Background: an optimization exercise with open tools, aiming at small area and a short achievable clock period. Do not read the settings as production practice.
RTL that was checked went through simulation tests only; none was proved equivalent to the original.

== epsilon ==
Design simon32_64, start of the top module:
module simon32_64 (
	input  logic clk, reset,
	input  logic in_valid,
	output logic in_ready,
	input  logic [31:0] plaintext,
	input  logic [63:0] key,
	output logic out_valid,
	output logic [31:0] ciphertext
);
Settings: LEC_CHECK=0, CAP_MARGIN=20, CORE_MARGIN=2, CORE_UTILIZATION=40, SLEW_MARGIN=20; clock period 2.5 ns.
standard.sh (not shown) runs the stock make flow with config.mk's settings and CLKGATE_MAP_FILE= SYNTH_SCRIPT=/design/flow/synth_recipe.tcl, a recipe that flattens the netlist after the stock synthesis.
==> flow/flow/run.sh <==
#!/bin/bash
# Standard layout, with the port buffers made from plain buffers instead of
# the delay cells buffer_ports picks by default.
set -euo pipefail
export BUFFER_PORTS_ARGS="-buffer_cell sky130_fd_sc_hd__buf_2"
bash standard.sh finish > standard_finish.log 2>&1
epsilon completed; timing, DRC and antenna clean
Setup changes, epsilon to beta
==> flow/run.sh (new file) <==
#!/bin/bash
# synth_recipe.tcl (not shown) runs the flow's synth.tcl, then flattens the netlist and writes it again
# the make line also repeats each setting of config.mk as NAME=value (left out here)
make -C /OpenROAD-flow-scripts/flow DESIGN_CONFIG=/design/flow/config.mk WORK_HOME=/design/flow/orfs CLKGATE_MAP_FILE= SYNTH_SCRIPT=/design/flow/synth_recipe.tcl finish
removed: flow/flow/run.sh
removed: flow/standard.sh
==> comparison <==
beta | stages: all done | timing, DRC, antenna: all pass. beta against epsilon: clock latency on the worst-skew pair roughly the same. Of epsilon and beta, the lower total CTS buffers belongs to epsilon. beta vs epsilon, worst setup slack went down by 0.33 ns. As far as number of sinks driven by the clock tree goes, beta and epsilon are indistinguishable; the numbers are identical.
No run of this note included a check of the RTL's function; only the layout flow was run.


job 8670:
simon32_64, a different RTL version from the one above (not shown whole).
Size in the first run: ~960 cells after synthesis, about 0.0092 mm^2 of cells after synthesis.
Design simon32_64, start of the top module:
module simon32_64 (
	input  logic clk, reset,
	input  logic in_valid,
	output logic in_ready,
	input  logic [31:0] plaintext,
	input  logic [63:0] key,
	output logic out_valid,
	output logic [31:0] ciphertext
);
clock: 2.5 ns
lec_check: 0
cap_margin: 20
core_margin: 2
core_utilization: 60
cts_buf_list: sky130_fd_sc_hd__clkbuf_4 sky130_fd_sc_hd__clkbuf_8
setup_slack_margin: 1.0
slew_margin: 20
run.sh (not shown) runs the stock make flow with config.mk's settings and CLKGATE_MAP_FILE= SYNTH_SCRIPT=/design/flow/synth_recipe.tcl, a recipe that flattens the netlist after the stock synthesis.
Stock flow here: none of the scripts above is used.
In the summary table, job 8670 is marked failed, with error DPL-0038 raised in global routing (5_1_grt).
--- input diff job 8670..job 8452 ---
# job 8670
export LEC_CHECK = 0
export CAP_MARGIN = 20
export CORE_MARGIN = 2
export CORE_UTILIZATION = 60
export CTS_BUF_LIST = sky130_fd_sc_hd__clkbuf_4 sky130_fd_sc_hd__clkbuf_8
export SETUP_SLACK_MARGIN = 1.0
export SLEW_MARGIN = 20
create_clock -name core_clock -period 2.5 [get_ports {clk}]
# job 8452
export LEC_CHECK = 0
export CAP_MARGIN = 20
export CORE_MARGIN = 2
export CORE_UTILIZATION = 40
export SLEW_MARGIN = 20
create_clock -name core_clock -period 2.5 [get_ports {clk}]
==> results.txt <==
Sum of net half-perimeters after detailed placement, job 8670 and job 8452, lower one = job 8670. For post-place instance area, job 8670 and job 8452 come out practically identical. Number of buffers inserted during clock tree synthesis, job 8670 and job 8452, lower one = job 8452. Instance count after placement with tap cells included (job 8452 / job 8670): 1.08. Sort job 8670 and job 8452 by effective utilization at floorplan desc -> top: job 8670. On number of sinks on the clock net, job 8452 tracks job 8670 almost exactly. Job 8452 ended up with a higher die width than job 8670 did. Higher total number of H-tree levels goes to job 8670 over job 8452. Looking at the reports, job 8452 completed the entire flow and the layout it produced met the timing, design-rule and antenna checks.
## Diff of input files: job 9666 against job 8452
# job 8452
export LEC_CHECK = 0
export CAP_MARGIN = 20
export CORE_MARGIN = 2
export CORE_UTILIZATION = 40
export SLEW_MARGIN = 20
create_clock -name core_clock -period 2.5 [get_ports {clk}]
# job 9666
export LEC_CHECK = 0
export CAP_MARGIN = 20
export CORE_MARGIN = 2
export CORE_UTILIZATION = 40
export SETUP_SLACK_MARGIN = 1.0
export SLEW_MARGIN = 20
create_clock -name core_clock -period 2.5 [get_ports {clk}]
==> comparison <==
The average via count per standard cell in job 9666 sits 1.7% above the value recorded for job 8452.
Job 9666 vs job 8452: cell area up in job 9666
In the metrics for job 9666 and job 8452, the one carrying the higher time the worst path needs with I/O delays and setup is job 8452.
Having completed the whole flow, job 9666 delivered a layout that passed the timing, design-rule and antenna checks.
Taking job 8452 as the reference, in job 9666 worst hold slack decreased by 0.011 ns relative to the old numbers, total of plain and repair buffers excluding clock buffers increased by about 80% relative to the old numbers, via count increased by 675 relative to the old numbers.

## port drivers added, routing unchanged
Ports are ideal in the flow. The routed layouts listed here were re-timed in OpenROAD. Step 1, drivers: a clkbuf_16 drives clk and a buf_2 each remaining input, both assumed. Step 2 also shifts input and output timing later by t, the mid clock arrival at the registers, as if the neighbouring blocks saw the same clock. Slacks: ideal ports / drivers / drivers and shift; pairs: ideal ports / drivers.
run	t, ns	setup slack, ns	slew at the worst register clock pin (ns)
epsilon	0.548	0.609 / 0.609 / 0.609	0.06 / 0.06
beta	0.556	0.275 / 0.229 / 0.578	0.06 / 0.06
job 8452	0.548	0.277 / 0.230 / 0.458	0.06 / 0.06
job 9666	0.552	0.728 / 0.728 / 0.488	0.06 / 0.06
After both steps every run listed still meets setup and hold. For job 9666, which loses most, drivers alone change the setup slack by 0.000 ns; drivers and shift together by -0.240 ns.
